This design comes from an exercise in tuning for small area on the open sky130 flow, not from production work.
Function was checked by simulation only, so behaviour that the tests miss may differ from the original.
No activity file was given, so power comes from the tool's default toggle rates.

==> module uart_tx, before the edit <==
module uart_tx(clk,rst,nonempty,baud_trig,cur,pop,tx);
input logic clk,rst,nonempty,baud_trig;
input logic [7:0] cur;
output logic pop,tx;
logic [3:0] s;
logic idle, load, go;
localparam [3:0] S_PAR=4'd8, S_START=4'd9, S_LOAD=4'd10, S_IDLE=4'd11, S_STOP=4'd15;
assign idle = (s == S_IDLE);
assign load = (s == S_LOAD);
assign pop = idle & nonempty;
assign go = baud_trig & ~idle & ~load;
always_ff @(posedge clk) begin
  if (rst) begin
    s <= S_IDLE;
    tx <= 1'b1;
  end else begin
    if (pop | load | go) s <= (s == S_STOP) ? S_IDLE : s - 4'd1;
    if (go) tx <= s[3] ? (s[0] ? s[1] : ^cur) : cur[s[2:0]];
  end
end
endmodule
==> flow/config.mk <==
export PLATFORM = sky130hd
export DESIGN_NAME = uart_top
export DESIGN_NICKNAME = uart_top
export VERILOG_FILES = /design/flow/design.v
export SDC_FILE = /design/flow/constraint.sdc
export NUM_CORES = 4
export LEC_CHECK = 0
export CAP_MARGIN = 10
export CORE_MARGIN = 2
export CORE_UTILIZATION = 70
export GPL_TIMING_DRIVEN = 0
export PLACE_DENSITY = 0.8
export SLEW_MARGIN = 10
==> flow/constraint.sdc <==
create_clock -name core_clock -period 10.0 [get_ports {clk}]
set_input_delay 2.0000 -clock core_clock [delete_from_list [all_inputs] [get_ports {clk}]]
set_output_delay 2.0000 -clock core_clock [all_outputs]
set_load 0.01 [all_outputs]
standard.sh (not shown) runs the stock make flow with config.mk's settings and CLKGATE_MAP_FILE= SYNTH_SCRIPT=/design/flow/synth_recipe.tcl, a recipe that flattens the netlist after the stock synthesis.
==> flow/flow/run.sh <==
#!/bin/bash
# Layout flow: the standard ORFS flow with an area-oriented ABC mapping
# of the combinational logic, smaller port buffers and a clock tree built
# from fewer, larger sink clusters. Every tool's output goes to a log file
# in this folder.
set -uo pipefail
W=$PWD
RES=$W/orfs/results/$FLOW_PLATFORM/uart_top/base

bash standard.sh synth > $W/log_1_standard_synth.txt 2>&1 || exit 1
cp $RES/1_2_yosys.v $W/ref_1_2_yosys.v
rm -rf $W/orfs

# 2. the same synthesis with an area-oriented ABC script
sed "s#log_cmd abc {\*}\$abc_args#set abc_args [lreplace \$abc_args 1 1 $W/flow/area.abc]\n  log_cmd abc {*}\$abc_args#" \
  $FLOW_HOME/scripts/synth.tcl > $W/synth_area.tcl
sed "s#source \$::env(SCRIPTS_DIR)/synth.tcl#source $W/synth_area.tcl#" synth_recipe.tcl > $W/synth_recipe_area.tcl
ok=1
SS=$W/synth_recipe_area.tcl
bash standard.sh SYNTH_SCRIPT=$W/synth_recipe_area.tcl synth > $W/log_2_area_synth.txt 2>&1 || ok=0
if [[ $ok == 1 ]]; then
  python3 $W/flow/flopcmp.py $W/ref_1_2_yosys.v $RES/1_2_yosys.v > $W/log_3_flopcmp.txt 2>&1 || ok=0
fi
if [[ $ok == 0 ]]; then
  echo "area synthesis unusable; falling back to the standard synthesis" >> $W/log_3_flopcmp.txt
  rm -rf $W/orfs
  SS=$W/synth_recipe.tcl
  bash standard.sh synth > $W/log_2_fallback_synth.txt 2>&1 || exit 1
fi

# 3. the rest of the standard flow
export BUFFER_PORTS_ARGS="-buffer_cell sky130_fd_sc_hd__buf_1"
export CTS_ARGS="-sink_clustering_enable -repair_clock_nets -dont_use_dummy_load -buf_list sky130_fd_sc_hd__clkbuf_4 -sink_clustering_size 10 -sink_clustering_max_diameter 35"
bash standard.sh SYNTH_SCRIPT=$SS finish > $W/log_4_finish.txt 2>&1 || exit 1
test -f $W/out/final.def
Other scripts of this flow, unchanged in this note and not shown: flow/flow/area.abc, flow/flow/flopcmp.py
Next try:
--- a/flow/design.v
+++ b/flow/design.v
@@ -81,26 +81,27 @@
 end
 endmodule
 module uart_tx(clk,rst,nonempty,baud_trig,cur,pop,tx);
 input logic clk,rst,nonempty,baud_trig;
 input logic [7:0] cur;
 output logic pop,tx;
-logic [3:0] s;
-logic idle, load, go;
-localparam [3:0] S_PAR=4'd8, S_START=4'd9, S_LOAD=4'd10, S_IDLE=4'd11, S_STOP=4'd15;
+logic [3:0] s, sn;
+logic idle, load, adv;
+localparam [3:0] S_IDLE=4'd12, S_LOAD=4'd11;
 assign idle = (s == S_IDLE);
 assign load = (s == S_LOAD);
 assign pop = idle & nonempty;
-assign go = baud_trig & ~idle & ~load;
+assign adv = pop | load | (baud_trig & ~idle);
+assign sn = (s == 4'd0) ? S_IDLE : s - 4'd1;
 always_ff @(posedge clk) begin
   if (rst) begin
     s <= S_IDLE;
     tx <= 1'b1;
-  end else begin
-    if (pop | load | go) s <= (s == S_STOP) ? S_IDLE : s - 4'd1;
-    if (go) tx <= s[3] ? (s[0] ? s[1] : ^cur) : cur[s[2:0]];
+  end else if (adv) begin
+    s <= sn;
+    tx <= sn[3] ? ((sn[2] | sn[1]) | (~sn[0] & ^cur)) : cur[sn[2:0]];
   end
 end
 endmodule
 module uart_rx(clk,rst,rx,shift,done);
 input logic clk,rst,rx;
 output logic shift,done;
Effect: The new run finished clean; power rises by 2.1%; first-iteration DRC count rises by 26%; flip-flop and latch count does not change; worst setup slack loses 13 ps; global-route usage barely changes.

-- port drivers added, routing unchanged --
No port has a modelled driver above. Below, the same layouts with a new extraction and two added sets of constraints.
Step 1 sets driving cells, clkbuf_16 on the clock port and buf_2 on the other inputs (assumed; they add their load-dependent delay and slew).
Step 2, shift: input delay + t, output delay - t, t = (earliest + latest rising clock arrival at the registers) / 2. This alone moves slack from input paths to output paths.
a / b / c = no drivers / after step 1 / after step 2; a / b = the first two.
| run | t (ns) | setup WS [ns] | worst setup path after step 2 | latest minus earliest clock arrival (ns) | worst register clock-pin slew, ns |
|---|---|---|---|---|---|
| the first run | 0.643 | 5.865 / 5.827 / 5.629 | input to register | 0.063 / 0.062 | 0.11 / 0.11 |
| the second run | 0.643 | 5.852 / 5.818 / 5.745 | input to register | 0.072 / 0.073 | 0.11 / 0.11 |
After both steps setup and hold are still met in every run listed. For the first run, which loses most, drivers alone change the setup slack by -0.038 ns; drivers and shift together by -0.236 ns.
